Context: an optimization exercise on an open-source flow, tuned for small area and a short achievable clock period. The choices shown serve that exercise and are no tape-out recipe. RTL that was checked went through simulation tests only; none was proved equivalent to the original. No functional check of the RTL was part of runs 1 and 3. Power is estimated from default activity; no workload was simulated.

`design/flow/config.mk`:
```
export PLATFORM = sky130hd
export DESIGN_NAME = SCPU
export DESIGN_NICKNAME = SCPU
export VERILOG_FILES = /design/flow/design.v
export SDC_FILE = /design/flow/constraint.sdc
export NUM_CORES = 4
export LEC_CHECK = 0
export CAP_MARGIN = 20
export CORE_MARGIN = 2
export CORE_UTILIZATION = 40
export SLEW_MARGIN = 20
```
`design/flow/constraint.sdc`:
```
create_clock -name core_clock -period 6.8 [get_ports {clk}]
set_input_delay 1.3600 -clock core_clock [delete_from_list [all_inputs] [get_ports {clk}]]
set_output_delay 1.3600 -clock core_clock [all_outputs]
set_load 0.01 [all_outputs]
```
`design/flow/design.v`:
```
module SCPU(
    clk, rst_n, in_valid, instruction, MEM_out,
    busy, out_valid,
    out0, out1, out2, out3, out4, out5, out6, out7,
    out8, out9, out10, out11, out12, out13, out14, out15,
    WEN, ADDR, MEM_in
);
input clk, rst_n, in_valid;
input [18:0] instruction;
input signed [15:0] MEM_out;
output busy;
output reg out_valid;
output reg signed [15:0] out0, out1, out2, out3, out4, out5, out6, out7,
                         out8, out9, out10, out11, out12, out13, out14, out15;
output reg WEN;
output signed [15:0] MEM_in;
output reg [12:0] ADDR;
assign busy = 1'b0;
wire [15:0] rf [0:15];
assign rf[0] = out0;
assign rf[1] = out1;
assign rf[2] = out2;
assign rf[3] = out3;
assign rf[4] = out4;
assign rf[5] = out5;
assign rf[6] = out6;
assign rf[7] = out7;
assign rf[8] = out8;
assign rf[9] = out9;
assign rf[10] = out10;
assign rf[11] = out11;
assign rf[12] = out12;
assign rf[13] = out13;
assign rf[14] = out14;
assign rf[15] = out15;
reg v1;
reg [18:0] i1;
always @(posedge clk or negedge rst_n)
    if (!rst_n) v1 <= 1'b0; else v1 <= in_valid;
always @(posedge clk) i1 <= instruction;
reg v2;
reg [2:0] op2;
reg [3:0] rs2, rt2;
reg [7:0] imm2;
always @(posedge clk or negedge rst_n)
    if (!rst_n) v2 <= 1'b0; else v2 <= v1;
always @(posedge clk) begin
    op2  <= i1[18:16];
    rs2  <= i1[15:12];
    rt2  <= i1[11:8];
    imm2 <= i1[7:0];
end
wire [15:0] rs_val = rf[rs2];
wire [15:0] rt_val = rf[rt2];
wire imm_op2 = (op2 == 3'b011) | (op2 == 3'b100);       
wire [15:0] b_val = imm_op2 ? {{8{imm2[7]}}, imm2} : rt_val;
wire [8:0] addr_lo = {1'b0, rs_val[7:0]} + {1'b0, imm2};
wire [4:0] addr_hi1 = rs_val[12:8] + 5'd1;
wire [12:0] addr_n = {addr_lo[8] ? addr_hi1 : rs_val[12:8], addr_lo[7:0]};
wire rr2 = (op2 == 3'b000);
wire [3:0] fn2 = imm2[3:0];
wire dst_rt2 = imm_op2 | (op2 == 3'b110);
wire [3:0] d_n = dst_rt2 ? rt2 : imm2[7:4];
wire wrd_n = v2 & (rr2 ? (fn2 < 4'd5) : (op2 != 3'b101));
wire wrl_n = v2 & ((op2 == 3'b001) | (op2 == 3'b010) | (op2 == 3'b111));
wire mb_0 = rt_val[1];
wire mb_1 = rt_val[0] ^ 1'b0;
wire mb_2 = (rt_val[1] & ~rt_val[0] & ~1'b0) | (~rt_val[1] & rt_val[0] & 1'b0);
wire mb_3 = rt_val[3];
wire mb_4 = rt_val[2] ^ rt_val[1];
wire mb_5 = (rt_val[3] & ~rt_val[2] & ~rt_val[1]) | (~rt_val[3] & rt_val[2] & rt_val[1]);
wire mb_6 = rt_val[5];
wire mb_7 = rt_val[4] ^ rt_val[3];
wire mb_8 = (rt_val[5] & ~rt_val[4] & ~rt_val[3]) | (~rt_val[5] & rt_val[4] & rt_val[3]);
wire mb_9 = rt_val[7];
wire mb_10 = rt_val[6] ^ rt_val[5];
wire mb_11 = (rt_val[7] & ~rt_val[6] & ~rt_val[5]) | (~rt_val[7] & rt_val[6] & rt_val[5]);
wire mb_12 = rt_val[9];
wire mb_13 = rt_val[8] ^ rt_val[7];
wire mb_14 = (rt_val[9] & ~rt_val[8] & ~rt_val[7]) | (~rt_val[9] & rt_val[8] & rt_val[7]);
wire mb_15 = rt_val[11];
wire mb_16 = rt_val[10] ^ rt_val[9];
wire mb_17 = (rt_val[11] & ~rt_val[10] & ~rt_val[9]) | (~rt_val[11] & rt_val[10] & rt_val[9]);
wire mb_18 = rt_val[13];
wire mb_19 = rt_val[12] ^ rt_val[11];
wire mb_20 = (rt_val[13] & ~rt_val[12] & ~rt_val[11]) | (~rt_val[13] & rt_val[12] & rt_val[11]);
wire mb_21 = rt_val[15];
wire mb_22 = rt_val[14] ^ rt_val[13];
wire mb_23 = (rt_val[15] & ~rt_val[14] & ~rt_val[13]) | (~rt_val[15] & rt_val[14] & rt_val[13]);
reg v3, wrd3, wrl3;
reg [3:0] d3, l3;
reg [15:0] A3, B3;
reg sub3, s_and3, s_or3, s_xor3, s_sum3, s_eq3, s_lt3, mul3, ld3;
always @(posedge clk or negedge rst_n)
    if (!rst_n) begin
        v3 <= 1'b0; wrd3 <= 1'b0; wrl3 <= 1'b0;
        WEN <= 1'b1;
    end else begin
        v3 <= v2; wrd3 <= wrd_n; wrl3 <= wrl_n;
        WEN <= ~(v2 & (op2 == 3'b101));
    end
always @(posedge clk) begin
    d3 <= d_n;
    l3 <= fn2;
    A3 <= rs_val;
    B3 <= b_val;
    ADDR <= addr_n;
    sub3 <= (rr2 & (fn2 == 4'd4)) | (op2 == 3'b100) | (op2 == 3'b111);
    s_and3 <= rr2 & (fn2 == 4'd0);
    s_or3 <= rr2 & (fn2 == 4'd1);
    s_xor3 <= rr2 & (fn2 == 4'd2);
    s_sum3 <= (rr2 & (fn2 == 4'd3 | fn2 == 4'd4)) | imm_op2;
    s_eq3 <= (op2 == 3'b010);
    s_lt3 <= (op2 == 3'b111);
    mul3 <= (op2 == 3'b001);
    ld3 <= (op2 == 3'b110);
end
assign MEM_in = B3;
reg [7:0] bneg3, bone3, btwo3;
always @(posedge clk) begin
    bneg3[0] <= mb_0;
    bone3[0] <= mb_1;
    btwo3[0] <= mb_2;
    bneg3[1] <= mb_3;
    bone3[1] <= mb_4;
    btwo3[1] <= mb_5;
    bneg3[2] <= mb_6;
    bone3[2] <= mb_7;
    btwo3[2] <= mb_8;
    bneg3[3] <= mb_9;
    bone3[3] <= mb_10;
    btwo3[3] <= mb_11;
    bneg3[4] <= mb_12;
    bone3[4] <= mb_13;
    btwo3[4] <= mb_14;
    bneg3[5] <= mb_15;
    bone3[5] <= mb_16;
    btwo3[5] <= mb_17;
    bneg3[6] <= mb_18;
    bone3[6] <= mb_19;
    btwo3[6] <= mb_20;
    bneg3[7] <= mb_21;
    bone3[7] <= mb_22;
    btwo3[7] <= mb_23;
end
wire [15:0] sum3 = A3 + (B3 ^ {16{sub3}}) + {15'd0, sub3};
wire eq3 = (A3 == B3);
wire lt3 = (A3[15] ^ B3[15]) ? A3[15] : sum3[15];
wire [15:0] alu3 = ({16{s_and3}} & (A3 & B3)) | ({16{s_or3}} & (A3 | B3))
                 | ({16{s_xor3}} & (A3 ^ B3)) | ({16{s_sum3}} & sum3)
                 | {15'd0, (s_eq3 & eq3) | (s_lt3 & lt3)};
wire m_0 = ((bone3[0] & A3[0]) | (btwo3[0] & 1'b0)) ^ bneg3[0];
wire m_1 = ((bone3[0] & A3[1]) | (btwo3[0] & A3[0])) ^ bneg3[0];
wire m_2 = ((bone3[0] & A3[2]) | (btwo3[0] & A3[1])) ^ bneg3[0];
wire m_3 = ((bone3[0] & A3[3]) | (btwo3[0] & A3[2])) ^ bneg3[0];
wire m_4 = ((bone3[0] & A3[4]) | (btwo3[0] & A3[3])) ^ bneg3[0];
wire m_5 = ((bone3[0] & A3[5]) | (btwo3[0] & A3[4])) ^ bneg3[0];
wire m_6 = ((bone3[0] & A3[6]) | (btwo3[0] & A3[5])) ^ bneg3[0];
wire m_7 = ((bone3[0] & A3[7]) | (btwo3[0] & A3[6])) ^ bneg3[0];
wire m_8 = ((bone3[0] & A3[8]) | (btwo3[0] & A3[7])) ^ bneg3[0];
wire m_9 = ((bone3[0] & A3[9]) | (btwo3[0] & A3[8])) ^ bneg3[0];
wire m_10 = ((bone3[0] & A3[10]) | (btwo3[0] & A3[9])) ^ bneg3[0];
wire m_11 = ((bone3[0] & A3[11]) | (btwo3[0] & A3[10])) ^ bneg3[0];
wire m_12 = ((bone3[0] & A3[12]) | (btwo3[0] & A3[11])) ^ bneg3[0];
wire m_13 = ((bone3[0] & A3[13]) | (btwo3[0] & A3[12])) ^ bneg3[0];
wire m_14 = ((bone3[0] & A3[14]) | (btwo3[0] & A3[13])) ^ bneg3[0];
wire m_15 = ((bone3[0] & A3[15]) | (btwo3[0] & A3[14])) ^ bneg3[0];
wire m_16 = ~(((bone3[0] & A3[15]) | (btwo3[0] & A3[15])) ^ bneg3[0]);
wire m_17 = ((bone3[1] & A3[0]) | (btwo3[1] & 1'b0)) ^ bneg3[1];
wire m_18 = ((bone3[1] & A3[1]) | (btwo3[1] & A3[0])) ^ bneg3[1];
wire m_19 = ((bone3[1] & A3[2]) | (btwo3[1] & A3[1])) ^ bneg3[1];
wire m_20 = ((bone3[1] & A3[3]) | (btwo3[1] & A3[2])) ^ bneg3[1];
wire m_21 = ((bone3[1] & A3[4]) | (btwo3[1] & A3[3])) ^ bneg3[1];
wire m_22 = ((bone3[1] & A3[5]) | (btwo3[1] & A3[4])) ^ bneg3[1];
wire m_23 = ((bone3[1] & A3[6]) | (btwo3[1] & A3[5])) ^ bneg3[1];
wire m_24 = ((bone3[1] & A3[7]) | (btwo3[1] & A3[6])) ^ bneg3[1];
wire m_25 = ((bone3[1] & A3[8]) | (btwo3[1] & A3[7])) ^ bneg3[1];
wire m_26 = ((bone3[1] & A3[9]) | (btwo3[1] & A3[8])) ^ bneg3[1];
wire m_27 = ((bone3[1] & A3[10]) | (btwo3[1] & A3[9])) ^ bneg3[1];
wire m_28 = ((bone3[1] & A3[11]) | (btwo3[1] & A3[10])) ^ bneg3[1];
wire m_29 = ((bone3[1] & A3[12]) | (btwo3[1] & A3[11])) ^ bneg3[1];
wire m_30 = ((bone3[1] & A3[13]) | (btwo3[1] & A3[12])) ^ bneg3[1];
wire m_31 = ((bone3[1] & A3[14]) | (btwo3[1] & A3[13])) ^ bneg3[1];
wire m_32 = ((bone3[1] & A3[15]) | (btwo3[1] & A3[14])) ^ bneg3[1];
wire m_33 = ~(((bone3[1] & A3[15]) | (btwo3[1] & A3[15])) ^ bneg3[1]);
wire m_34 = ((bone3[2] & A3[0]) | (btwo3[2] & 1'b0)) ^ bneg3[2];
wire m_35 = ((bone3[2] & A3[1]) | (btwo3[2] & A3[0])) ^ bneg3[2];
wire m_36 = ((bone3[2] & A3[2]) | (btwo3[2] & A3[1])) ^ bneg3[2];
wire m_37 = ((bone3[2] & A3[3]) | (btwo3[2] & A3[2])) ^ bneg3[2];
wire m_38 = ((bone3[2] & A3[4]) | (btwo3[2] & A3[3])) ^ bneg3[2];
wire m_39 = ((bone3[2] & A3[5]) | (btwo3[2] & A3[4])) ^ bneg3[2];
wire m_40 = ((bone3[2] & A3[6]) | (btwo3[2] & A3[5])) ^ bneg3[2];
wire m_41 = ((bone3[2] & A3[7]) | (btwo3[2] & A3[6])) ^ bneg3[2];
wire m_42 = ((bone3[2] & A3[8]) | (btwo3[2] & A3[7])) ^ bneg3[2];
wire m_43 = ((bone3[2] & A3[9]) | (btwo3[2] & A3[8])) ^ bneg3[2];
wire m_44 = ((bone3[2] & A3[10]) | (btwo3[2] & A3[9])) ^ bneg3[2];
wire m_45 = ((bone3[2] & A3[11]) | (btwo3[2] & A3[10])) ^ bneg3[2];
wire m_46 = ((bone3[2] & A3[12]) | (btwo3[2] & A3[11])) ^ bneg3[2];
wire m_47 = ((bone3[2] & A3[13]) | (btwo3[2] & A3[12])) ^ bneg3[2];
wire m_48 = ((bone3[2] & A3[14]) | (btwo3[2] & A3[13])) ^ bneg3[2];
wire m_49 = ((bone3[2] & A3[15]) | (btwo3[2] & A3[14])) ^ bneg3[2];
wire m_50 = ~(((bone3[2] & A3[15]) | (btwo3[2] & A3[15])) ^ bneg3[2]);
wire m_51 = ((bone3[3] & A3[0]) | (btwo3[3] & 1'b0)) ^ bneg3[3];
wire m_52 = ((bone3[3] & A3[1]) | (btwo3[3] & A3[0])) ^ bneg3[3];
wire m_53 = ((bone3[3] & A3[2]) | (btwo3[3] & A3[1])) ^ bneg3[3];
wire m_54 = ((bone3[3] & A3[3]) | (btwo3[3] & A3[2])) ^ bneg3[3];
wire m_55 = ((bone3[3] & A3[4]) | (btwo3[3] & A3[3])) ^ bneg3[3];
wire m_56 = ((bone3[3] & A3[5]) | (btwo3[3] & A3[4])) ^ bneg3[3];
wire m_57 = ((bone3[3] & A3[6]) | (btwo3[3] & A3[5])) ^ bneg3[3];
wire m_58 = ((bone3[3] & A3[7]) | (btwo3[3] & A3[6])) ^ bneg3[3];
wire m_59 = ((bone3[3] & A3[8]) | (btwo3[3] & A3[7])) ^ bneg3[3];
wire m_60 = ((bone3[3] & A3[9]) | (btwo3[3] & A3[8])) ^ bneg3[3];
wire m_61 = ((bone3[3] & A3[10]) | (btwo3[3] & A3[9])) ^ bneg3[3];
wire m_62 = ((bone3[3] & A3[11]) | (btwo3[3] & A3[10])) ^ bneg3[3];
wire m_63 = ((bone3[3] & A3[12]) | (btwo3[3] & A3[11])) ^ bneg3[3];
wire m_64 = ((bone3[3] & A3[13]) | (btwo3[3] & A3[12])) ^ bneg3[3];
wire m_65 = ((bone3[3] & A3[14]) | (btwo3[3] & A3[13])) ^ bneg3[3];
wire m_66 = ((bone3[3] & A3[15]) | (btwo3[3] & A3[14])) ^ bneg3[3];
wire m_67 = ~(((bone3[3] & A3[15]) | (btwo3[3] & A3[15])) ^ bneg3[3]);
wire m_68 = ((bone3[4] & A3[0]) | (btwo3[4] & 1'b0)) ^ bneg3[4];
wire m_69 = ((bone3[4] & A3[1]) | (btwo3[4] & A3[0])) ^ bneg3[4];
wire m_70 = ((bone3[4] & A3[2]) | (btwo3[4] & A3[1])) ^ bneg3[4];
wire m_71 = ((bone3[4] & A3[3]) | (btwo3[4] & A3[2])) ^ bneg3[4];
wire m_72 = ((bone3[4] & A3[4]) | (btwo3[4] & A3[3])) ^ bneg3[4];
wire m_73 = ((bone3[4] & A3[5]) | (btwo3[4] & A3[4])) ^ bneg3[4];
wire m_74 = ((bone3[4] & A3[6]) | (btwo3[4] & A3[5])) ^ bneg3[4];
wire m_75 = ((bone3[4] & A3[7]) | (btwo3[4] & A3[6])) ^ bneg3[4];
wire m_76 = ((bone3[4] & A3[8]) | (btwo3[4] & A3[7])) ^ bneg3[4];
wire m_77 = ((bone3[4] & A3[9]) | (btwo3[4] & A3[8])) ^ bneg3[4];
wire m_78 = ((bone3[4] & A3[10]) | (btwo3[4] & A3[9])) ^ bneg3[4];
wire m_79 = ((bone3[4] & A3[11]) | (btwo3[4] & A3[10])) ^ bneg3[4];
wire m_80 = ((bone3[4] & A3[12]) | (btwo3[4] & A3[11])) ^ bneg3[4];
wire m_81 = ((bone3[4] & A3[13]) | (btwo3[4] & A3[12])) ^ bneg3[4];
wire m_82 = ((bone3[4] & A3[14]) | (btwo3[4] & A3[13])) ^ bneg3[4];
wire m_83 = ((bone3[4] & A3[15]) | (btwo3[4] & A3[14])) ^ bneg3[4];
wire m_84 = ~(((bone3[4] & A3[15]) | (btwo3[4] & A3[15])) ^ bneg3[4]);
wire m_85 = ((bone3[5] & A3[0]) | (btwo3[5] & 1'b0)) ^ bneg3[5];
wire m_86 = ((bone3[5] & A3[1]) | (btwo3[5] & A3[0])) ^ bneg3[5];
wire m_87 = ((bone3[5] & A3[2]) | (btwo3[5] & A3[1])) ^ bneg3[5];
wire m_88 = ((bone3[5] & A3[3]) | (btwo3[5] & A3[2])) ^ bneg3[5];
wire m_89 = ((bone3[5] & A3[4]) | (btwo3[5] & A3[3])) ^ bneg3[5];
wire m_90 = ((bone3[5] & A3[5]) | (btwo3[5] & A3[4])) ^ bneg3[5];
wire m_91 = ((bone3[5] & A3[6]) | (btwo3[5] & A3[5])) ^ bneg3[5];
wire m_92 = ((bone3[5] & A3[7]) | (btwo3[5] & A3[6])) ^ bneg3[5];
wire m_93 = ((bone3[5] & A3[8]) | (btwo3[5] & A3[7])) ^ bneg3[5];
wire m_94 = ((bone3[5] & A3[9]) | (btwo3[5] & A3[8])) ^ bneg3[5];
wire m_95 = ((bone3[5] & A3[10]) | (btwo3[5] & A3[9])) ^ bneg3[5];
wire m_96 = ((bone3[5] & A3[11]) | (btwo3[5] & A3[10])) ^ bneg3[5];
wire m_97 = ((bone3[5] & A3[12]) | (btwo3[5] & A3[11])) ^ bneg3[5];
wire m_98 = ((bone3[5] & A3[13]) | (btwo3[5] & A3[12])) ^ bneg3[5];
wire m_99 = ((bone3[5] & A3[14]) | (btwo3[5] & A3[13])) ^ bneg3[5];
wire m_100 = ((bone3[5] & A3[15]) | (btwo3[5] & A3[14])) ^ bneg3[5];
wire m_101 = ~(((bone3[5] & A3[15]) | (btwo3[5] & A3[15])) ^ bneg3[5]);
wire m_102 = ((bone3[6] & A3[0]) | (btwo3[6] & 1'b0)) ^ bneg3[6];
wire m_103 = ((bone3[6] & A3[1]) | (btwo3[6] & A3[0])) ^ bneg3[6];
wire m_104 = ((bone3[6] & A3[2]) | (btwo3[6] & A3[1])) ^ bneg3[6];
wire m_105 = ((bone3[6] & A3[3]) | (btwo3[6] & A3[2])) ^ bneg3[6];
wire m_106 = ((bone3[6] & A3[4]) | (btwo3[6] & A3[3])) ^ bneg3[6];
wire m_107 = ((bone3[6] & A3[5]) | (btwo3[6] & A3[4])) ^ bneg3[6];
wire m_108 = ((bone3[6] & A3[6]) | (btwo3[6] & A3[5])) ^ bneg3[6];
wire m_109 = ((bone3[6] & A3[7]) | (btwo3[6] & A3[6])) ^ bneg3[6];
wire m_110 = ((bone3[6] & A3[8]) | (btwo3[6] & A3[7])) ^ bneg3[6];
wire m_111 = ((bone3[6] & A3[9]) | (btwo3[6] & A3[8])) ^ bneg3[6];
wire m_112 = ((bone3[6] & A3[10]) | (btwo3[6] & A3[9])) ^ bneg3[6];
wire m_113 = ((bone3[6] & A3[11]) | (btwo3[6] & A3[10])) ^ bneg3[6];
wire m_114 = ((bone3[6] & A3[12]) | (btwo3[6] & A3[11])) ^ bneg3[6];
wire m_115 = ((bone3[6] & A3[13]) | (btwo3[6] & A3[12])) ^ bneg3[6];
wire m_116 = ((bone3[6] & A3[14]) | (btwo3[6] & A3[13])) ^ bneg3[6];
wire m_117 = ((bone3[6] & A3[15]) | (btwo3[6] & A3[14])) ^ bneg3[6];
wire m_118 = ~(((bone3[6] & A3[15]) | (btwo3[6] & A3[15])) ^ bneg3[6]);
wire m_119 = ((bone3[7] & A3[0]) | (btwo3[7] & 1'b0)) ^ bneg3[7];
wire m_120 = ((bone3[7] & A3[1]) | (btwo3[7] & A3[0])) ^ bneg3[7];
wire m_121 = ((bone3[7] & A3[2]) | (btwo3[7] & A3[1])) ^ bneg3[7];
wire m_122 = ((bone3[7] & A3[3]) | (btwo3[7] & A3[2])) ^ bneg3[7];
wire m_123 = ((bone3[7] & A3[4]) | (btwo3[7] & A3[3])) ^ bneg3[7];
wire m_124 = ((bone3[7] & A3[5]) | (btwo3[7] & A3[4])) ^ bneg3[7];
wire m_125 = ((bone3[7] & A3[6]) | (btwo3[7] & A3[5])) ^ bneg3[7];
wire m_126 = ((bone3[7] & A3[7]) | (btwo3[7] & A3[6])) ^ bneg3[7];
wire m_127 = ((bone3[7] & A3[8]) | (btwo3[7] & A3[7])) ^ bneg3[7];
wire m_128 = ((bone3[7] & A3[9]) | (btwo3[7] & A3[8])) ^ bneg3[7];
wire m_129 = ((bone3[7] & A3[10]) | (btwo3[7] & A3[9])) ^ bneg3[7];
wire m_130 = ((bone3[7] & A3[11]) | (btwo3[7] & A3[10])) ^ bneg3[7];
wire m_131 = ((bone3[7] & A3[12]) | (btwo3[7] & A3[11])) ^ bneg3[7];
wire m_132 = ((bone3[7] & A3[13]) | (btwo3[7] & A3[12])) ^ bneg3[7];
wire m_133 = ((bone3[7] & A3[14]) | (btwo3[7] & A3[13])) ^ bneg3[7];
wire m_134 = ((bone3[7] & A3[15]) | (btwo3[7] & A3[14])) ^ bneg3[7];
wire m_135 = ~(((bone3[7] & A3[15]) | (btwo3[7] & A3[15])) ^ bneg3[7]);
wire m_136 = bneg3[5] ^ m_85;
wire m_137 = bneg3[5] & m_85;
wire m_138 = m_86 ^ m_71;
wire m_139 = m_86 & m_71;
wire m_140 = bneg3[6] ^ m_102 ^ m_87;
wire m_141 = (bneg3[6] & m_102) | (m_87 & (bneg3[6] ^ m_102));
wire m_142 = m_72 ^ m_57;
wire m_143 = m_72 & m_57;
wire m_144 = m_103 ^ m_88 ^ m_73;
wire m_145 = (m_103 & m_88) | (m_73 & (m_103 ^ m_88));
wire m_146 = m_58 ^ m_43;
wire m_147 = m_58 & m_43;
wire m_148 = bneg3[7] ^ m_119 ^ m_104;
wire m_149 = (bneg3[7] & m_119) | (m_104 & (bneg3[7] ^ m_119));
wire m_150 = m_89 ^ m_74 ^ m_59;
wire m_151 = (m_89 & m_74) | (m_59 & (m_89 ^ m_74));
wire m_152 = m_44 ^ m_29;
wire m_153 = m_44 & m_29;
wire m_154 = m_120 ^ m_105 ^ m_90;
wire m_155 = (m_120 & m_105) | (m_90 & (m_120 ^ m_105));
wire m_156 = m_75 ^ m_60 ^ m_45;
wire m_157 = (m_75 & m_60) | (m_45 & (m_75 ^ m_60));
wire m_158 = m_30 ^ m_15;
wire m_159 = m_30 & m_15;
wire m_160 = m_121 ^ m_106 ^ m_91;
wire m_161 = (m_121 & m_106) | (m_91 & (m_121 ^ m_106));
wire m_162 = m_76 ^ m_61 ^ m_46;
wire m_163 = (m_76 & m_61) | (m_46 & (m_76 ^ m_61));
wire m_164 = m_31 ^ m_16 ^ 1'b1;
wire m_165 = (m_31 & m_16) | (1'b1 & (m_31 ^ m_16));
wire m_166 = m_122 ^ m_107 ^ m_92;
wire m_167 = (m_122 & m_107) | (m_92 & (m_122 ^ m_107));
wire m_168 = m_77 ^ m_62 ^ m_47;
wire m_169 = (m_77 & m_62) | (m_47 & (m_77 ^ m_62));
wire m_170 = m_32 ^ 1'b1;
wire m_171 = m_32 & 1'b1;
wire m_172 = m_123 ^ m_108 ^ m_93;
wire m_173 = (m_123 & m_108) | (m_93 & (m_123 ^ m_108));
wire m_174 = m_78 ^ m_63 ^ m_48;
wire m_175 = (m_78 & m_63) | (m_48 & (m_78 ^ m_63));
wire m_176 = m_124 ^ m_109 ^ m_94;
wire m_177 = (m_124 & m_109) | (m_94 & (m_124 ^ m_109));
wire m_178 = m_79 ^ m_64;
wire m_179 = m_79 & m_64;
wire m_180 = m_125 ^ m_110 ^ m_95;
wire m_181 = (m_125 & m_110) | (m_95 & (m_125 ^ m_110));
wire m_182 = m_126 ^ m_111;
wire m_183 = m_126 & m_111;
wire m_184 = bneg3[3] ^ m_51;
wire m_185 = bneg3[3] & m_51;
wire m_186 = m_52 ^ m_37;
wire m_187 = m_52 & m_37;
wire m_188 = bneg3[4] ^ m_68 ^ m_53;
wire m_189 = (bneg3[4] & m_68) | (m_53 & (bneg3[4] ^ m_68));
wire m_190 = m_38 ^ m_23;
wire m_191 = m_38 & m_23;
wire m_192 = m_69 ^ m_54 ^ m_39;
wire m_193 = (m_69 & m_54) | (m_39 & (m_69 ^ m_54));
wire m_194 = m_24 ^ m_9;
wire m_195 = m_24 & m_9;
wire m_196 = m_136 ^ m_70 ^ m_55;
wire m_197 = (m_136 & m_70) | (m_55 & (m_136 ^ m_70));
wire m_198 = m_40 ^ m_25 ^ m_10;
wire m_199 = (m_40 & m_25) | (m_10 & (m_40 ^ m_25));
wire m_200 = m_137 ^ m_138 ^ m_56;
wire m_201 = (m_137 & m_138) | (m_56 & (m_137 ^ m_138));
wire m_202 = m_41 ^ m_26 ^ m_11;
wire m_203 = (m_41 & m_26) | (m_11 & (m_41 ^ m_26));
wire m_204 = m_139 ^ m_142 ^ m_140;
wire m_205 = (m_139 & m_142) | (m_140 & (m_139 ^ m_142));
wire m_206 = m_42 ^ m_27 ^ m_12;
wire m_207 = (m_42 & m_27) | (m_12 & (m_42 ^ m_27));
wire m_208 = m_143 ^ m_141 ^ m_146;
wire m_209 = (m_143 & m_141) | (m_146 & (m_143 ^ m_141));
wire m_210 = m_144 ^ m_28 ^ m_13;
wire m_211 = (m_144 & m_28) | (m_13 & (m_144 ^ m_28));
wire m_212 = m_147 ^ m_145 ^ m_152;
wire m_213 = (m_147 & m_145) | (m_152 & (m_147 ^ m_145));
wire m_214 = m_150 ^ m_148 ^ m_14;
wire m_215 = (m_150 & m_148) | (m_14 & (m_150 ^ m_148));
wire m_216 = m_153 ^ m_151 ^ m_149;
wire m_217 = (m_153 & m_151) | (m_149 & (m_153 ^ m_151));
wire m_218 = m_158 ^ m_156 ^ m_154;
wire m_219 = (m_158 & m_156) | (m_154 & (m_158 ^ m_156));
wire m_220 = m_159 ^ m_157 ^ m_155;
wire m_221 = (m_159 & m_157) | (m_155 & (m_159 ^ m_157));
wire m_222 = m_164 ^ m_162 ^ m_160;
wire m_223 = (m_164 & m_162) | (m_160 & (m_164 ^ m_162));
wire m_224 = m_165 ^ m_163 ^ m_161;
wire m_225 = (m_165 & m_163) | (m_161 & (m_165 ^ m_163));
wire m_226 = m_170 ^ m_168 ^ m_166;
wire m_227 = (m_170 & m_168) | (m_166 & (m_170 ^ m_168));
wire m_228 = m_171 ^ m_169 ^ m_167;
wire m_229 = (m_171 & m_169) | (m_167 & (m_171 ^ m_169));
wire m_230 = m_174 ^ m_172 ^ m_33;
wire m_231 = (m_174 & m_172) | (m_33 & (m_174 ^ m_172));
wire m_232 = m_175 ^ m_173 ^ m_178;
wire m_233 = (m_175 & m_173) | (m_178 & (m_175 ^ m_173));
wire m_234 = m_176 ^ m_49 ^ 1'b1;
wire m_235 = (m_176 & m_49) | (1'b1 & (m_176 ^ m_49));
wire m_236 = m_179 ^ m_177 ^ m_180;
wire m_237 = (m_179 & m_177) | (m_180 & (m_179 ^ m_177));
wire m_238 = m_80 ^ m_65 ^ m_50;
wire m_239 = (m_80 & m_65) | (m_50 & (m_80 ^ m_65));
wire m_240 = m_181 ^ m_182 ^ m_96;
wire m_241 = (m_181 & m_182) | (m_96 & (m_181 ^ m_182));
wire m_242 = m_81 ^ m_66 ^ 1'b1;
wire m_243 = (m_81 & m_66) | (1'b1 & (m_81 ^ m_66));
wire m_244 = m_183 ^ m_127 ^ m_112;
wire m_245 = (m_183 & m_127) | (m_112 & (m_183 ^ m_127));
wire m_246 = m_97 ^ m_82 ^ m_67;
wire m_247 = (m_97 & m_82) | (m_67 & (m_97 ^ m_82));
wire m_248 = m_128 ^ m_113 ^ m_98;
wire m_249 = (m_128 & m_113) | (m_98 & (m_128 ^ m_113));
wire m_250 = m_83 ^ 1'b1;
wire m_251 = m_83 & 1'b1;
wire m_252 = m_129 ^ m_114 ^ m_99;
wire m_253 = (m_129 & m_114) | (m_99 & (m_129 ^ m_114));
wire m_254 = m_130 ^ m_115;
wire m_255 = m_130 & m_115;
wire m_256 = bneg3[2] ^ m_34;
wire m_257 = bneg3[2] & m_34;
wire m_258 = m_35 ^ m_20;
wire m_259 = m_35 & m_20;
wire m_260 = m_184 ^ m_36 ^ m_21;
wire m_261 = (m_184 & m_36) | (m_21 & (m_184 ^ m_36));
wire m_262 = m_185 ^ m_186 ^ m_22;
wire m_263 = (m_185 & m_186) | (m_22 & (m_185 ^ m_186));
wire m_264 = m_187 ^ m_190 ^ m_188;
wire m_265 = (m_187 & m_190) | (m_188 & (m_187 ^ m_190));
wire m_266 = m_191 ^ m_189 ^ m_194;
wire m_267 = (m_191 & m_189) | (m_194 & (m_191 ^ m_189));
wire m_268 = m_195 ^ m_193 ^ m_198;
wire m_269 = (m_195 & m_193) | (m_198 & (m_195 ^ m_193));
wire m_270 = m_199 ^ m_197 ^ m_202;
wire m_271 = (m_199 & m_197) | (m_202 & (m_199 ^ m_197));
wire m_272 = m_203 ^ m_201 ^ m_206;
wire m_273 = (m_203 & m_201) | (m_206 & (m_203 ^ m_201));
wire m_274 = m_207 ^ m_205 ^ m_210;
wire m_275 = (m_207 & m_205) | (m_210 & (m_207 ^ m_205));
wire m_276 = m_211 ^ m_209 ^ m_214;
wire m_277 = (m_211 & m_209) | (m_214 & (m_211 ^ m_209));
wire m_278 = m_215 ^ m_213 ^ m_218;
wire m_279 = (m_215 & m_213) | (m_218 & (m_215 ^ m_213));
wire m_280 = m_219 ^ m_217 ^ m_222;
wire m_281 = (m_219 & m_217) | (m_222 & (m_219 ^ m_217));
wire m_282 = m_223 ^ m_221 ^ m_226;
wire m_283 = (m_223 & m_221) | (m_226 & (m_223 ^ m_221));
wire m_284 = m_227 ^ m_225 ^ m_230;
wire m_285 = (m_227 & m_225) | (m_230 & (m_227 ^ m_225));
wire m_286 = m_231 ^ m_229 ^ m_234;
wire m_287 = (m_231 & m_229) | (m_234 & (m_231 ^ m_229));
wire m_288 = m_235 ^ m_233 ^ m_238;
wire m_289 = (m_235 & m_233) | (m_238 & (m_235 ^ m_233));
wire m_290 = m_239 ^ m_237 ^ m_242;
wire m_291 = (m_239 & m_237) | (m_242 & (m_239 ^ m_237));
wire m_292 = m_243 ^ m_241 ^ m_246;
wire m_293 = (m_243 & m_241) | (m_246 & (m_243 ^ m_241));
wire m_294 = m_247 ^ m_245 ^ m_250;
wire m_295 = (m_247 & m_245) | (m_250 & (m_247 ^ m_245));
wire m_296 = m_251 ^ m_249 ^ m_252;
wire m_297 = (m_251 & m_249) | (m_252 & (m_251 ^ m_249));
wire m_298 = m_253 ^ m_254 ^ m_100;
wire m_299 = (m_253 & m_254) | (m_100 & (m_253 ^ m_254));
wire m_300 = m_255 ^ m_131 ^ m_116;
wire m_301 = (m_255 & m_131) | (m_116 & (m_255 ^ m_131));
wire m_302 = m_132 ^ m_117;
wire m_303 = m_132 & m_117;
reg v4, wrd4, wrl4;
reg mul4, ld4;
reg [3:0] d4, l4;
reg [15:0] alu4;
always @(posedge clk or negedge rst_n)
    if (!rst_n) begin
        v4 <= 1'b0; wrd4 <= 1'b0; wrl4 <= 1'b0;
    end else begin
        v4 <= v3; wrd4 <= wrd3; wrl4 <= wrl3;
    end
always @(posedge clk) begin
    mul4 <= mul3;
    ld4 <= ld3;
    d4 <= d3;
    l4 <= l3;
    alu4 <= alu3;
end
reg mq_0, mq_1, mq_2, mq_3, mq_4, mq_5, mq_6, mq_7, mq_8, mq_9, mq_10, mq_11, mq_12, mq_13, mq_14, mq_15, mq_16, mq_17, mq_18, mq_19, mq_20, mq_21, mq_22, mq_23, mq_24, mq_25, mq_26, mq_27, mq_28, mq_29, mq_30, mq_31, mq_32, mq_33, mq_34, mq_35, mq_36, mq_37, mq_38, mq_39, mq_40, mq_41, mq_42, mq_43, mq_44, mq_45, mq_46, mq_47, mq_48, mq_49, mq_50, mq_51, mq_52, mq_53, mq_54, mq_55, mq_56, mq_57, mq_58, mq_59, mq_60, mq_61, mq_62, mq_63, mq_64, mq_65, mq_66, mq_67, mq_68, mq_69, mq_70, mq_71, mq_72, mq_73, mq_74, mq_75, mq_76, mq_77, mq_78, mq_79, mq_80, mq_81, mq_82;
always @(posedge clk) begin
    mq_0 <= m_0;
    mq_1 <= bneg3[0];
    mq_2 <= m_1;
    mq_3 <= m_2;
    mq_4 <= m_17;
    mq_5 <= bneg3[1];
    mq_6 <= m_3;
    mq_7 <= m_18;
    mq_8 <= m_4;
    mq_9 <= m_19;
    mq_10 <= m_256;
    mq_11 <= m_5;
    mq_12 <= m_258;
    mq_13 <= m_257;
    mq_14 <= m_6;
    mq_15 <= m_260;
    mq_16 <= m_259;
    mq_17 <= m_7;
    mq_18 <= m_262;
    mq_19 <= m_261;
    mq_20 <= m_8;
    mq_21 <= m_264;
    mq_22 <= m_263;
    mq_23 <= m_192;
    mq_24 <= m_266;
    mq_25 <= m_265;
    mq_26 <= m_196;
    mq_27 <= m_268;
    mq_28 <= m_267;
    mq_29 <= m_200;
    mq_30 <= m_270;
    mq_31 <= m_269;
    mq_32 <= m_204;
    mq_33 <= m_272;
    mq_34 <= m_271;
    mq_35 <= m_208;
    mq_36 <= m_274;
    mq_37 <= m_273;
    mq_38 <= m_212;
    mq_39 <= m_276;
    mq_40 <= m_275;
    mq_41 <= m_216;
    mq_42 <= m_278;
    mq_43 <= m_277;
    mq_44 <= m_220;
    mq_45 <= m_280;
    mq_46 <= m_279;
    mq_47 <= m_224;
    mq_48 <= m_282;
    mq_49 <= m_281;
    mq_50 <= m_228;
    mq_51 <= m_284;
    mq_52 <= m_283;
    mq_53 <= m_232;
    mq_54 <= m_286;
    mq_55 <= m_285;
    mq_56 <= m_236;
    mq_57 <= m_288;
    mq_58 <= m_287;
    mq_59 <= m_240;
    mq_60 <= m_290;
    mq_61 <= m_289;
    mq_62 <= m_244;
    mq_63 <= m_292;
    mq_64 <= m_291;
    mq_65 <= m_248;
    mq_66 <= m_294;
    mq_67 <= m_293;
    mq_68 <= m_84;
    mq_69 <= m_296;
    mq_70 <= m_295;
    mq_71 <= m_298;
    mq_72 <= m_297;
    mq_73 <= m_101;
    mq_74 <= m_300;
    mq_75 <= m_299;
    mq_76 <= m_302;
    mq_77 <= m_301;
    mq_78 <= m_118;
    mq_79 <= m_133;
    mq_80 <= m_303;
    mq_81 <= m_134;
    mq_82 <= m_135;
end
wire n_0 = mq_5 ^ mq_4;
wire n_1 = mq_5 & mq_4;
wire n_2 = mq_7 ^ mq_6;
wire n_3 = mq_7 & mq_6;
wire n_4 = mq_10 ^ mq_9 ^ mq_8;
wire n_5 = (mq_10 & mq_9) | (mq_8 & (mq_10 ^ mq_9));
wire n_6 = mq_13 ^ mq_12 ^ mq_11;
wire n_7 = (mq_13 & mq_12) | (mq_11 & (mq_13 ^ mq_12));
wire n_8 = mq_16 ^ mq_15 ^ mq_14;
wire n_9 = (mq_16 & mq_15) | (mq_14 & (mq_16 ^ mq_15));
wire n_10 = mq_19 ^ mq_18 ^ mq_17;
wire n_11 = (mq_19 & mq_18) | (mq_17 & (mq_19 ^ mq_18));
wire n_12 = mq_22 ^ mq_21 ^ mq_20;
wire n_13 = (mq_22 & mq_21) | (mq_20 & (mq_22 ^ mq_21));
wire n_14 = mq_25 ^ mq_24 ^ mq_23;
wire n_15 = (mq_25 & mq_24) | (mq_23 & (mq_25 ^ mq_24));
wire n_16 = mq_28 ^ mq_27 ^ mq_26;
wire n_17 = (mq_28 & mq_27) | (mq_26 & (mq_28 ^ mq_27));
wire n_18 = mq_31 ^ mq_30 ^ mq_29;
wire n_19 = (mq_31 & mq_30) | (mq_29 & (mq_31 ^ mq_30));
wire n_20 = mq_34 ^ mq_33 ^ mq_32;
wire n_21 = (mq_34 & mq_33) | (mq_32 & (mq_34 ^ mq_33));
wire n_22 = mq_37 ^ mq_36 ^ mq_35;
wire n_23 = (mq_37 & mq_36) | (mq_35 & (mq_37 ^ mq_36));
wire n_24 = mq_40 ^ mq_39 ^ mq_38;
wire n_25 = (mq_40 & mq_39) | (mq_38 & (mq_40 ^ mq_39));
wire n_26 = mq_43 ^ mq_42 ^ mq_41;
wire n_27 = (mq_43 & mq_42) | (mq_41 & (mq_43 ^ mq_42));
wire n_28 = mq_46 ^ mq_45 ^ mq_44;
wire n_29 = (mq_46 & mq_45) | (mq_44 & (mq_46 ^ mq_45));
wire n_30 = mq_49 ^ mq_48 ^ mq_47;
wire n_31 = (mq_49 & mq_48) | (mq_47 & (mq_49 ^ mq_48));
wire n_32 = mq_52 ^ mq_51 ^ mq_50;
wire n_33 = (mq_52 & mq_51) | (mq_50 & (mq_52 ^ mq_51));
wire n_34 = mq_55 ^ mq_54 ^ mq_53;
wire n_35 = (mq_55 & mq_54) | (mq_53 & (mq_55 ^ mq_54));
wire n_36 = mq_58 ^ mq_57 ^ mq_56;
wire n_37 = (mq_58 & mq_57) | (mq_56 & (mq_58 ^ mq_57));
wire n_38 = mq_61 ^ mq_60 ^ mq_59;
wire n_39 = (mq_61 & mq_60) | (mq_59 & (mq_61 ^ mq_60));
wire n_40 = mq_64 ^ mq_63 ^ mq_62;
wire n_41 = (mq_64 & mq_63) | (mq_62 & (mq_64 ^ mq_63));
wire n_42 = mq_67 ^ mq_66 ^ mq_65;
wire n_43 = (mq_67 & mq_66) | (mq_65 & (mq_67 ^ mq_66));
wire n_44 = mq_70 ^ mq_69 ^ mq_68;
wire n_45 = (mq_70 & mq_69) | (mq_68 & (mq_70 ^ mq_69));
wire n_46 = mq_72 ^ mq_71 ^ 1'b1;
wire n_47 = (mq_72 & mq_71) | (1'b1 & (mq_72 ^ mq_71));
wire n_48 = mq_75 ^ mq_74 ^ mq_73;
wire n_49 = (mq_75 & mq_74) | (mq_73 & (mq_75 ^ mq_74));
wire n_50 = mq_77 ^ mq_76 ^ 1'b1;
wire n_51 = (mq_77 & mq_76) | (1'b1 & (mq_77 ^ mq_76));
wire n_52 = mq_80 ^ mq_79 ^ mq_78;
wire n_53 = (mq_80 & mq_79) | (mq_78 & (mq_80 ^ mq_79));
wire n_54 = mq_81 ^ 1'b1;
wire n_55 = mq_81 & 1'b1;
wire [31:0] mrow0 = {1'b1, mq_82, n_54, n_52, n_50, n_48, n_46, n_44, n_42, n_40, n_38, n_36, n_34, n_32, n_30, n_28, n_26, n_24, n_22, n_20, n_18, n_16, n_14, n_12, n_10, n_8, n_6, n_4, n_2, mq_3, mq_2, mq_0};
wire [31:0] mrow1 = {1'b0, n_55, n_53, n_51, n_49, n_47, n_45, n_43, n_41, n_39, n_37, n_35, n_33, n_31, n_29, n_27, n_25, n_23, n_21, n_19, n_17, n_15, n_13, n_11, n_9, n_7, n_5, n_3, n_1, n_0, 1'b0, mq_1};
wire [31:0] prod4 = mrow0 + mrow1;
wire [15:0] resd_n = ld4 ? MEM_out : (mul4 ? prod4[31:16] : alu4);
wire [15:0] resl_n = mul4 ? prod4[15:0] : {15'd0, ~alu4[0]};
reg v5, wrd5, wrl5;
reg [3:0] d5, l5;
reg [15:0] resd5, resl5;
always @(posedge clk or negedge rst_n)
    if (!rst_n) begin
        v5 <= 1'b0; wrd5 <= 1'b0; wrl5 <= 1'b0;
    end else begin
        v5 <= v4; wrd5 <= wrd4; wrl5 <= wrl4;
    end
always @(posedge clk) begin
    d5 <= d4;
    l5 <= l4;
    resd5 <= resd_n;
    resl5 <= resl_n;
end
always @(posedge clk or negedge rst_n)
    if (!rst_n) out_valid <= 1'b0; else out_valid <= v5;
always @(posedge clk or negedge rst_n)
    if (!rst_n) out0 <= 16'd0;
    else if (wrl5 && l5 == 4'd0) out0 <= resl5;
    else if (wrd5 && d5 == 4'd0) out0 <= resd5;
always @(posedge clk or negedge rst_n)
    if (!rst_n) out1 <= 16'd0;
    else if (wrl5 && l5 == 4'd1) out1 <= resl5;
    else if (wrd5 && d5 == 4'd1) out1 <= resd5;
always @(posedge clk or negedge rst_n)
    if (!rst_n) out2 <= 16'd0;
    else if (wrl5 && l5 == 4'd2) out2 <= resl5;
    else if (wrd5 && d5 == 4'd2) out2 <= resd5;
always @(posedge clk or negedge rst_n)
    if (!rst_n) out3 <= 16'd0;
    else if (wrl5 && l5 == 4'd3) out3 <= resl5;
    else if (wrd5 && d5 == 4'd3) out3 <= resd5;
always @(posedge clk or negedge rst_n)
    if (!rst_n) out4 <= 16'd0;
    else if (wrl5 && l5 == 4'd4) out4 <= resl5;
    else if (wrd5 && d5 == 4'd4) out4 <= resd5;
always @(posedge clk or negedge rst_n)
    if (!rst_n) out5 <= 16'd0;
    else if (wrl5 && l5 == 4'd5) out5 <= resl5;
    else if (wrd5 && d5 == 4'd5) out5 <= resd5;
always @(posedge clk or negedge rst_n)
    if (!rst_n) out6 <= 16'd0;
    else if (wrl5 && l5 == 4'd6) out6 <= resl5;
    else if (wrd5 && d5 == 4'd6) out6 <= resd5;
always @(posedge clk or negedge rst_n)
    if (!rst_n) out7 <= 16'd0;
    else if (wrl5 && l5 == 4'd7) out7 <= resl5;
    else if (wrd5 && d5 == 4'd7) out7 <= resd5;
always @(posedge clk or negedge rst_n)
    if (!rst_n) out8 <= 16'd0;
    else if (wrl5 && l5 == 4'd8) out8 <= resl5;
    else if (wrd5 && d5 == 4'd8) out8 <= resd5;
always @(posedge clk or negedge rst_n)
    if (!rst_n) out9 <= 16'd0;
    else if (wrl5 && l5 == 4'd9) out9 <= resl5;
    else if (wrd5 && d5 == 4'd9) out9 <= resd5;
always @(posedge clk or negedge rst_n)
    if (!rst_n) out10 <= 16'd0;
    else if (wrl5 && l5 == 4'd10) out10 <= resl5;
    else if (wrd5 && d5 == 4'd10) out10 <= resd5;
always @(posedge clk or negedge rst_n)
    if (!rst_n) out11 <= 16'd0;
    else if (wrl5 && l5 == 4'd11) out11 <= resl5;
    else if (wrd5 && d5 == 4'd11) out11 <= resd5;
always @(posedge clk or negedge rst_n)
    if (!rst_n) out12 <= 16'd0;
    else if (wrl5 && l5 == 4'd12) out12 <= resl5;
    else if (wrd5 && d5 == 4'd12) out12 <= resd5;
always @(posedge clk or negedge rst_n)
    if (!rst_n) out13 <= 16'd0;
    else if (wrl5 && l5 == 4'd13) out13 <= resl5;
    else if (wrd5 && d5 == 4'd13) out13 <= resd5;
always @(posedge clk or negedge rst_n)
    if (!rst_n) out14 <= 16'd0;
    else if (wrl5 && l5 == 4'd14) out14 <= resl5;
    else if (wrd5 && d5 == 4'd14) out14 <= resd5;
always @(posedge clk or negedge rst_n)
    if (!rst_n) out15 <= 16'd0;
    else if (wrl5 && l5 == 4'd15) out15 <= resl5;
    else if (wrd5 && d5 == 4'd15) out15 <= resd5;
endmodule
```
`design/flow/run.sh`:
```
#!/bin/bash
# synth_recipe.tcl (not shown) runs the flow's synth.tcl, then flattens the netlist and writes it again
# the make line also repeats each setting of config.mk as NAME=value (left out here)
make -C /OpenROAD-flow-scripts/flow DESIGN_CONFIG=/design/flow/config.mk WORK_HOME=/design/flow/orfs CLKGATE_MAP_FILE= SYNTH_SCRIPT=/design/flow/synth_recipe.tcl finish
```
==> results.cfg, run 1 <==
[clocking]
insertion_delay_ns = 0.67
cts_hold_buffers = 0
h-tree-depth = 2
post_cts_buffers = 0
clockRootBuffer = clkbuf_16
clk_pin_slew_ns = 0.06
clockBufferDepth = 3
cts_resized = 0
cts_tree = yes
clkSinkCount = 542
cts_buffers = 59

[logic_synthesis]
synth_top_cell_by_area = dfrtp_1
syn_nets = 3645
synth_top_area_share_pct = 21.2
ys.flop_type = dfxtp_1
synth.avg_cell_area_um2 = 9.27
ys_seq_area_share_pct = 38.5
syn_area_mm2 = 0.0317
ys_seq_elements = 542
synthTopCellsByArea = dfrtp_1, dfxtp_1, mux2i_1, fa_1, a22oi_1
syn_inst = 3416
synth_edf_count = 0
synth-async-reset-ratio_pct = 49.6
synth.distinct_cells = 74
ys.warnings.count = 1

[pwr]
p_int_mw = 11.6
p_clk_share_pct = 15.2
p_leak_nw = 16.0
p_comb_share_pct = 51.0
vdd_drop_max_mv = 0.354
p_sw_share_pct = 47.6
power_switching_mw = 10.5
power_density_mw_per_mm2 = 587
seq_power_share_pct = 33.8

[run_status]
status = no timing/DRC/antenna violations

[worst_setup_path]
start_kind = flop
worstSetupPathType = reg2reg
worstPathArrival_ns = 5.68
crit_required_ns = 7.36
crit_path_end_kind = flop
worst-path-max-fanout = 38

[global_routing]
grt_overflow_total = 0
grt_pass1_vias = 26900
grt_pass1_wl_um = 207000
antenna_found_initial = 2
grt_usage_pct = 35.0
grt_max_degree = 163

[route]
antenna_left = 0
wl_um = 146000
vias = 28600
dr.first_iter.drc_count = 3576
firstDrtPassIters = 7
wl_per_cell_um = 31.3
vias_per_cell = 6.12
drcViolationCount = 0

[cells_and_area]
n_fill_cell = 7395
final_cell_area_mm2 = 0.0377
nets = 3797
area_growth_pct = 19.0
largest_register_ffs = 19
drive_gt1_share_pct = 7.16
top_register = i1

[floorplanning]
die_w_um = 285
io_pins = 326
die_h_um = 285
start_util_pct = 40.2
design.die.area_mm2 = 0.0814
coreArea_mm2 = 0.0787
rows = 103

[sta]
fin_skew_ns = 0.0511
maxClockFrequency_ghz = 0.195
max_slew_margin_pct = 21.3
period_needed_ns = 5.12
rsz0062_at_grt = false
slew_violations = 0
tns_ns = 0
worst_pin_slew_ns = 1.17
report.final.hold_viol_count = 0
period_share_pct = 75.3
hold_ws_ns = 0.318
finalSetupViolations = 0

[place]
place_area_mm2 = 0.0356
port_buffers = 324
dp_hpwl_um = 108000
gp_congestion = 1.08

[worst_hold_path]
hold_class = reg2reg

[job]
cap_viol_max_count = 0
-- cell usage in the layout, fill, tap and decap left out, types with 23 or more instances in the layout --
cell type	count
mux2i_1	298
nor2b_1	26
o22ai_1	28
a31oi_1	29
a21o_1	23
nand2_1	216
xnor2_1	111
a32oi_1	23
xor2_1	95
ha_1	106
nor2_1	292
o21ai_0	220
fa_1	85
a21oi_1	272
dfrtp_1	268
clkbuf_16	61
inv_1	143
dfxtp_1	264
clkdlybuf4s50_1	323
and2_1	30
a22oi_1	185
nand3_1	51
buf_4	76
a221oi_1	32
mux2_2	34
-- critical path, cell delays in order, from the launching register on --
cell,delay [ns]
dfxtp_2,0.98
buf_4,0.43
nor2_1,0.16
a2111oi_0,0.91
a21oi_1,0.27
ha_1,0.40
a21o_1,0.19
a21oi_1,0.23
o21ai_0,0.17
o41ai_1,0.82
mux2_2,0.42
-- final timing paths --
kind	cells after the start	slack, ns	from	endpoint
min in group asynchronous	1	0.76	rst_n	out2[3]$_DFFE_PN0P_
max in group asynchronous	2	4.55	rst_n	out8[8]$_DFFE_PN0P_
max	10	1.68	rs2[0]$_DFF_P_	ADDR[9]$_DFF_P_
min reg2reg	0	0.32	d3[1]$_DFF_P_	d4[1]$_DFF_P_
min	0	0.32	d3[1]$_DFF_P_	d4[1]$_DFF_P_
max reg2reg	10	1.68	rs2[0]$_DFF_P_	ADDR[9]$_DFF_P_
-- metrics by stage --
| stage | total power, mW | instances | worst slack, ns | util, % |
|---|---|---|---|---|
| 4_1_cts | 22.0 | 4665 | 1.87 | 47.8 |
| 3_5_place_dp | 18.6 | 4556 | 1.87 | 45.2 |
| 5_1_grt | 23.4 | 4666 | 1.59 | 47.9 |
| 6_report | 22.1 | 4670 | 1.68 | 47.9 |
| 2_1_floorplan | 12.9 | 3416 | 2.79 | - |
| 3_3_place_gp | 18.5 | 4556 | 1.89 | 45.2 |
-- power by group through the flow --
stage	Clock [mW]	Sequential (mW)	Combinational (mW)
2_1_floorplan	0	5.82	7.10
3_3_place_gp	0	7.42	11.1
3_5_place_dp	0	7.38	11.2
4_1_cts	3.39	7.33	11.3
5_1_grt	3.52	7.46	12.5
6_report	3.36	7.49	11.3
-- Yosys cell counts, types with 51 or more instances --
| cell | instances |
|---|---|
| nand2_1 | 219 |
| nand3_1 | 51 |
| a22oi_1 | 185 |
| dfxtp_1 | 273 |
| a21oi_1 | 272 |
| ha_1 | 106 |
| nor2_1 | 301 |
| xor2_1 | 95 |
| mux2i_1 | 298 |
| clkbuf_1 | 238 |
| o21ai_0 | 221 |
| dfrtp_1 | 268 |
| xnor2_1 | 111 |
| fa_1 | 85 |
| inv_1 | 143 |
-- cell families (layout without fill, tap and decap cells) --
kind of cell               count (synthesis)  after routing  synth area share [%]
other                                      1              5                0.0118
muxes                                    341            341                  11.3
AOI/OAI and AO/OA                        938            938                  18.8
adders and majority gates                191            191                  9.56
DFF                                      542            542                  38.5
xor gates and xnor gates                 206            206                  5.70
and+or+nand+nor                          742            742                  10.4
buffers and inverters                    455            655                  5.71
-- metal layers --
| layer | GRT usage (%) | vias to the layer above | routed length, um |
|---|---|---|---|
| met4 | 15.8 | 4 | 7660 |
| li1 | - | 12400 | - |
| met1 | 46.5 | 14100 | 58700 |
| met2 | 56.0 | 1750 | 66200 |
| met5 | 0.581 | - | 72 |
| met3 | 5.87 | 357 | 13700 |
-- final cells by class --
cell class                      instances  area (um2)  area share (%)
Tap cell                             1050        1310            3.49
Inverter                              144         541            1.43
Clock buffer                           85        1740            4.61
Antenna cell                            4        10.0          0.0266
Clock inverter                         24         309           0.820
Timing Repair Buffer                  402        3840            10.2
Multi-Input combinational cell       2419       17700            47.0
Sequential cell                       542       12200            32.4
==> run 2: changes to the inputs <==
--- a/design/flow/design.v
+++ b/design/flow/design.v
@@ -50,8 +50,22 @@
     rt2  <= i1[11:8];
     imm2 <= i1[7:0];
 end
-wire [15:0] rs_val = rf[rs2];
-wire [15:0] rt_val = rf[rt2];
+wire [15:0] rs_oh2 = 16'd1 << rs2;
+reg [15:0] rs_val;
+integer rs_i;
+always @(*) begin
+    rs_val = 16'd0;
+    for (rs_i = 0; rs_i < 16; rs_i = rs_i + 1)
+        rs_val = rs_val | ({16{rs_oh2[rs_i]}} & rf[rs_i]);
+end
+wire [15:0] rt_oh2 = 16'd1 << rt2;
+reg [15:0] rt_val;
+integer rt_i;
+always @(*) begin
+    rt_val = 16'd0;
+    for (rt_i = 0; rt_i < 16; rt_i = rt_i + 1)
+        rt_val = rt_val | ({16{rt_oh2[rt_i]}} & rf[rt_i]);
+end
 wire imm_op2 = (op2 == 3'b011) | (op2 == 3'b100);       
 wire [15:0] b_val = imm_op2 ? {{8{imm2[7]}}, imm2} : rt_val;
 wire [8:0] addr_lo = {1'b0, rs_val[7:0]} + {1'b0, imm2};
--- a/design/flow/config.mk
+++ b/design/flow/config.mk
@@ -5,7 +5,9 @@
 export SDC_FILE = /design/flow/constraint.sdc
 export NUM_CORES = 4
 export LEC_CHECK = 0
+export ABC_AREA = 1
 export CAP_MARGIN = 20
 export CORE_MARGIN = 2
 export CORE_UTILIZATION = 40
+export SETUP_SLACK_MARGIN = 3.6
 export SLEW_MARGIN = 20
==> results.cfg, run 2 <==
[logic_synthesis]
ys.flop_type = dfxtp_1
synth.distinct_cells = 51
synthTopCellsByArea = dfrtp_1, dfxtp_1, nand2_1, o21ai_0, inv_1
synth_top_area_share_pct = 21.5
syn_area_mm2 = 0.0312
synth_top_cell_by_area = dfrtp_1
synth_top_cells_by_count = nand2_1, o21ai_0, inv_1
synth.avg_cell_area_um2 = 7.64
syn_inst = 4089
ys.warnings.count = 1
synth_edf_count = 0
syn_nets = 4318
synth-async-reset-ratio_pct = 49.6
ys_seq_elements = 542
ys_seq_area_share_pct = 39.0
post-synth-top-count-cell = nand2_1

[route]
wl_per_cell_um = 32.9
firstDrtPassIters = 9
vias_per_cell = 6.05
antenna_left = 0
wl_um = 180000
vias = 33000
drcViolationCount = 0
dr.first_iter.drc_count = 5130

[sta]
maxClockFrequency_ghz = 0.307
slew_violations = 0
timing.final.ws_setup_ns = 3.55
finalSetupViolations = 0
worst_pin_slew_ns = 1.31
rsz0062_at_grt = true
fin_skew_ns = 0.0217
period_share_pct = 47.9
hold_ws_ns = 0.326
max_slew_margin_pct = 12.9
period_needed_ns = 3.25
tns_ns = 0
report.final.hold_viol_count = 0

[global_routing]
grt_usage_pct = 43.4
grt_overflow_total = 0
antenna_found_initial = 20
grt_pass1_wl_um = 245000
grt_pass1_vias = 30600
grt_max_degree = 127

[floorplanning]
design.die.area_mm2 = 0.0803
rows = 102
die_h_um = 283
coreArea_mm2 = 0.0773
start_util_pct = 40.4
io_pins = 326
die_w_um = 283

[worst_setup_path]
worstPathArrival_ns = 1.89
crit_path_end_kind = output pin
crit_buf_inv = 1
worstSetupPathType = reg2out
crit_required_ns = 5.44
start_kind = flop
worst-path-max-fanout = 4
path_delay_family = buffers and inverters
slowest_stage = clkdlybuf4s50_1
max_stage_delay_ns = 0.64
path_cells = clkdlybuf4s50_1

[clocking]
h-tree-depth = 2
clockRootBuffer = clkbuf_16
clockBufferDepth = 3
cts_hold_buffers = 0
cts_tree = yes
insertion_delay_ns = 0.67
cts_buffers = 60
clk_pin_slew_ns = 0.06
clkSinkCount = 542

[cells_and_area]
final_cell_area_mm2 = 0.0382
nets = 4600
multi_input_area_mm2 = 0.0165
area_growth_pct = 22.2
final_util_pct = 49.4
drive_gt1_share_pct = 7.83
stdcell_count = 5462
n_fill_cell = 7681
final-seq-area_mm2 = 0.0123
largest_register_ffs = 19
layout_common_cells = nand2_1, o21ai_0, inv_1
top_register = i1
layout_commonest_cell = nand2_1

[place]
gp_congestion = 1.10
port_buffers = 324
place_area_mm2 = 0.0354
dp_hpwl_um = 140000
post-place-ws_ns = 2.45
post-place-cells = 5320

[job]
cap_viol_max_count = 0

[pwr]
p_leak_nw = 17.3
power_mw = 20.8
power_density_mw_per_mm2 = 546
vdd_drop_max_mv = 0.299

[run_status]
status = no timing/DRC/antenna violations

[worst_hold_path]
hold_class = reg2reg
==> run 2: layer usage <==
metal	wire, um	vias up	track usage, %
li1	-	14100	-
met5	165	-	0.298
met3	25500	400	16.4
met2	69500	2417	58.2
met1	75500	16100	61.5
met4	9210	16	19.0
==> run 2: kinds of logic after synthesis <==
family | count (synthesis) | share of synthesized area, %
AO/OA/AOI/OAI | 1064 | 19.2
XOR/XNOR | 164 | 4.60
adder cells (fa/ha/maj) | 191 | 9.69
buffers and inverters | 743 | 9.08
flip-flops | 542 | 39.0
multiplexers | 2 | 0.0721
other | 1 | 0.0120
AND/OR/NAND/NOR | 1382 | 18.3
==> run 2: area by class of cell <==
class                      instances  area share, %
timing repair buffer             395           9.99
multi-input combinational       2804           43.2
clock inverter                    32           1.11
clock buffer                      77           4.37
antenna                            4         0.0262
tap                             1040           3.41
inverter                         568           5.76
sequential                       542           32.1
==> run 2: where the power goes <==
group	internal, mW	leakage (nW)	switching [mW]
Combinational	3.98	10.6	7.01
Clock	2.01	1.01	1.51
Sequential	4.39	5.69	1.94
==> run 2: path summary, 6_finish.rpt <==
path / cells after the start / endpoint / slack, ns / from
hold reg to reg: 0 / l5[0]$_DFF_P_ / 0.33 / l4[0]$_DFF_P_
max in group asynchronous: 2 / out4[15]$_DFFE_PN0P_ / 4.74 / rst_n
setup / recovery: 1 / out7[14] / 3.55 / out7[14]$_DFFE_PN0P_
hold / removal: 0 / l5[0]$_DFF_P_ / 0.33 / l4[0]$_DFF_P_
setup reg to reg: 12 / btwo3[5]$_DFF_P_ / 3.65 / rt2[2]$_DFF_P_
min in group asynchronous: 1 / out13[5]$_DFFE_PN0P_ / 0.74 / rst_n
==> run 2: timing repair <==
| item | in CTS | in global routing |
|---|---|---|
| pin swaps | 4 | 10 |
| setup buffers | 21 | 8 |
| setup endpoints to repair | 71 | 30 |
| resized for setup | 92 | 36 |
| cloned | 0 | 0 |
==> run 3: changes to the inputs <==
--- a/design/flow/design.v
+++ b/design/flow/design.v
@@ -50,7 +50,8 @@
     rt2  <= i1[11:8];
     imm2 <= i1[7:0];
 end
-wire [15:0] rs_oh2 = 16'd1 << rs2;
+reg [15:0] rs_oh2;
+always @(posedge clk) rs_oh2 <= 16'd1 << i1[15:12];
 reg [15:0] rs_val;
 integer rs_i;
 always @(*) begin
==> design/flow/flow/run.sh (new file) <==
#!/bin/bash
# The standard layout (standard.sh, standard synthesis included), except that
# the input and output ports are buffered with plain buffers (buf_2) instead of
# the delay cells buffer_ports picks by default. The make output goes to
# standard.log; ORFS keeps each tool's own log under orfs/logs/.
set -euo pipefail
export BUFFER_PORTS_ARGS="-buffer_cell sky130_fd_sc_hd__buf_2"
bash standard.sh > standard.log 2>&1
==> design/flow/standard.sh (new file) <==
#!/bin/bash
# synth_recipe.tcl (not shown) runs the flow's synth.tcl, then flattens the netlist and writes it again
# the make line also repeats each setting of config.mk as NAME=value (left out here)
make -C /OpenROAD-flow-scripts/flow DESIGN_CONFIG=/design/flow/config.mk WORK_HOME=/design/flow/orfs CLKGATE_MAP_FILE= SYNTH_SCRIPT=/design/flow/synth_recipe.tcl "${@:-finish}"
--- a/design/flow/config.mk
+++ b/design/flow/config.mk
@@ -9,5 +9,5 @@
 export CAP_MARGIN = 20
 export CORE_MARGIN = 2
 export CORE_UTILIZATION = 40
-export SETUP_SLACK_MARGIN = 3.6
+export SETUP_SLACK_MARGIN = 4.1
 export SLEW_MARGIN = 20
removed: design/flow/run.sh
==> results.cfg, run 3 <==
[run_status]
status = no timing/DRC/antenna violations

[worst_setup_path]
slowest_stage = dfxtp_2
path_common_cell = inv_2
worstPathArrival_ns = 3.26
worst-path-max-fanout = 14
worstSetupPathType = reg2reg
max_stage_delay_ns = 0.57
path_cells = inv_2, nand3_1, inv_2, nand2_1, nand4_1, nor2_1, nor2b_1, o21ai_0
start_kind = flop
path_delay_family = simple AND/OR/NAND/NOR gates
crit_required_ns = 7.27
crit_path_end_kind = flop
crit_buf_inv = 2

[floorplanning]
die_h_um = 284
die_w_um = 284
io_pins = 326
design.die.area_mm2 = 0.0805
coreArea_mm2 = 0.0775
start_util_pct = 40.4
rows = 102

[place]
port_buffers = 324
gp_congestion = 1.07
post-place-ws_ns = 3.51
dp_hpwl_um = 134000

[logic_synthesis]
syn_nets = 4277
synthTopCellsByArea = dfrtp_1, dfxtp_1, nand2_1, o21ai_0, inv_1
ys_seq_elements = 554
ys.flop_type = dfxtp_1
post-synth-top-count-cell = nand2_1
synth_edf_count = 0
ys_seq_area_share_pct = 39.8
syn_area_mm2 = 0.0313
synth-async-reset-ratio_pct = 48.6
syn_inst = 4048
ys.warnings.count = 1
synth_top_area_share_pct = 21.4
synth_top_cells_by_count = nand2_1, inv_1, o21ai_0
synth.distinct_cells = 47
synth_top_cell_by_area = dfrtp_1
synth.avg_cell_area_um2 = 7.73

[clocking]
clk_pin_slew_ns = 0.06
cts_hold_buffers = 0
clockRootBuffer = clkbuf_16
cts_tree = yes
cts_buffers = 67
clkSinkCount = 554
h-tree-depth = 3
insertion_delay_ns = 0.63
clockBufferDepth = 3

[cells_and_area]
layout_common_cells = nand2_1, o21ai_0, inv_1
drive_gt1_share_pct = 20.9
largest_register_ffs = 19
layout_commonest_cell = nand2_1
nets = 4638
area_growth_pct = 22.1
top_register = i1

[sta]
maxClockFrequency_ghz = 0.359
fin_skew_ns = 0.0286
timing.final.ws_setup_ns = 4.02
rsz0062_at_grt = true
finalSetupViolations = 0
period_share_pct = 41.0
report.final.hold_viol_count = 0
period_needed_ns = 2.78
worst_pin_slew_ns = 1.17
slew_violations = 0
tns_ns = 0
max_slew_margin_pct = 21.9

[job]
cap_viol_max_count = 0

[route]
wl_um = 175000
vias_per_cell = 6.04
drcViolationCount = 0
dr.first_iter.drc_count = 4437
vias = 33300
wl_per_cell_um = 31.8
antenna_left = 0
firstDrtPassIters = 6

[worst_hold_path]
hold_class = reg2reg

[global_routing]
grt_usage_pct = 42.0
grt_pass1_vias = 30900
antenna_found_initial = 12
grt_pass1_wl_um = 240000
grt_max_degree = 154
grt_overflow_total = 0

[pwr]
vdd_drop_max_mv = 0.242
power_density_mw_per_mm2 = 541
p_leak_nw = 18.1
==> run 3: repair_timing <==
action                     4_1_cts  5_1_grt
gates cloned                     1        0
setup buffers                   65       35
gates resized for setup        224      143
setup endpoints to repair      220      109
pin swaps                        8       40
==> run 3: final cells by class <==
type | count | area (um2)
fillers | 7669 | 39300
inverters | 544 | 2220
repair inverters | 1 | 7.51
repair buffers | 476 | 2870
diodes | 5 | 12.5
clock buffers | 96 | 1980
clock inverters | 27 | 367
flip-flops and latches | 554 | 12600
well taps | 1040 | 1300
multi-input cells | 2765 | 16800
==> run 3: layer usage <==
metal	share of wire, %	track usage (%)	routed length (um)
met1	38	54.6	67000
met2	43	63.5	75300
met3	12	11.2	21000
met4	6.6	23.1	11600
met5	0.075	0.476	132
==> run 3: logic make-up after synthesis <==
group	Yosys count	synth area share [%]
other cells	1	0.0120
fa+ha+maj	191	9.68
mux	2	0.0720
compound gates	999	18.5
simple gates	1405	18.5
xor+xnor	167	4.68
flops	554	39.8
buf+inv	729	8.83
==> run 3: final timing paths <==
| check | from | cells past startpoint | to | slack (ns) |
|---|---|---|---|---|
| hold / removal | l4[0]$_DFF_P_ | 0 | l5[0]$_DFF_P_ | 0.33 |
| setup / recovery | rt2[2]$_DFF_P_ | 8 | B3[15]$_DFF_P_ | 4.02 |
| min in group asynchronous | rst_n | 1 | out9[14]$_DFFE_PN0P_ | 0.62 |
| hold reg to reg | l4[0]$_DFF_P_ | 0 | l5[0]$_DFF_P_ | 0.33 |
| setup reg to reg | rt2[2]$_DFF_P_ | 8 | B3[15]$_DFF_P_ | 4.02 |
| max in group asynchronous | rst_n | 2 | out2[8]$_DFFE_PN0P_ | 4.76 |
==> run 3: where the power goes <==
group | internal [mW] | switching (mW)
Sequential | 4.49 | 1.98
Clock | 2.25 | 1.58
Combinational | 3.63 | 6.72
Total | 10.4 | 10.3
==> run 3: stage by stage <==
step                      instance area [um2]  util (%)  cells  hold slack [ns]  total power [mW]
after floorplan                         31300         -   4048            0.310              10.9
after global placement                  33900      43.8   5279            0.310              15.5
after detailed placement                33900      43.8   5279            0.312              15.5
after CTS                               37300      48.2   5468            0.327              19.8
after global routing                    38200      49.3   5503            0.331              21.6
final                                   38200      49.3   5508            0.325              20.7
==> run 3: worst register-to-register path: stages (launching register included) <==
cell and delay, ns:
dfxtp_2 0.57, inv_2 0.25, nand3_1 0.37, inv_2 0.26, nand2_1 0.21, nand4_1 0.10
nor2_1 0.37, nor2b_1 0.37, o21ai_0 0.13

[port drivers added, routing unchanged]
Ports are ideal in the flow. The routed layouts listed here were re-timed in OpenROAD. Step 1, drivers: a clkbuf_16 drives clk and a buf_2 each remaining input, both assumed. Step 2 adds t to the input delays and takes it off the output delays; t is the mean of the earliest and latest rising clock arrival at the registers after step 1. Input paths then give back, and output paths get back, about the clock's delay inside the block. Slacks: ideal / step 1 / step 2; pairs: ideal / step 1.
| run | t (ns) | setup slack, ns | worst register clock-pin slew, ns |
|---|---|---|---|
| run 1 | 0.712 | 1.680 / 1.680 / 1.680 | 0.07 / 0.07 |
| run 2 | 0.726 | 3.545 / 3.478 / 3.651 | 0.08 / 0.08 |
| run 3 | 0.684 | 4.015 / 4.015 / 4.015 | 0.07 / 0.07 |
After both steps every run listed still meets setup and hold.
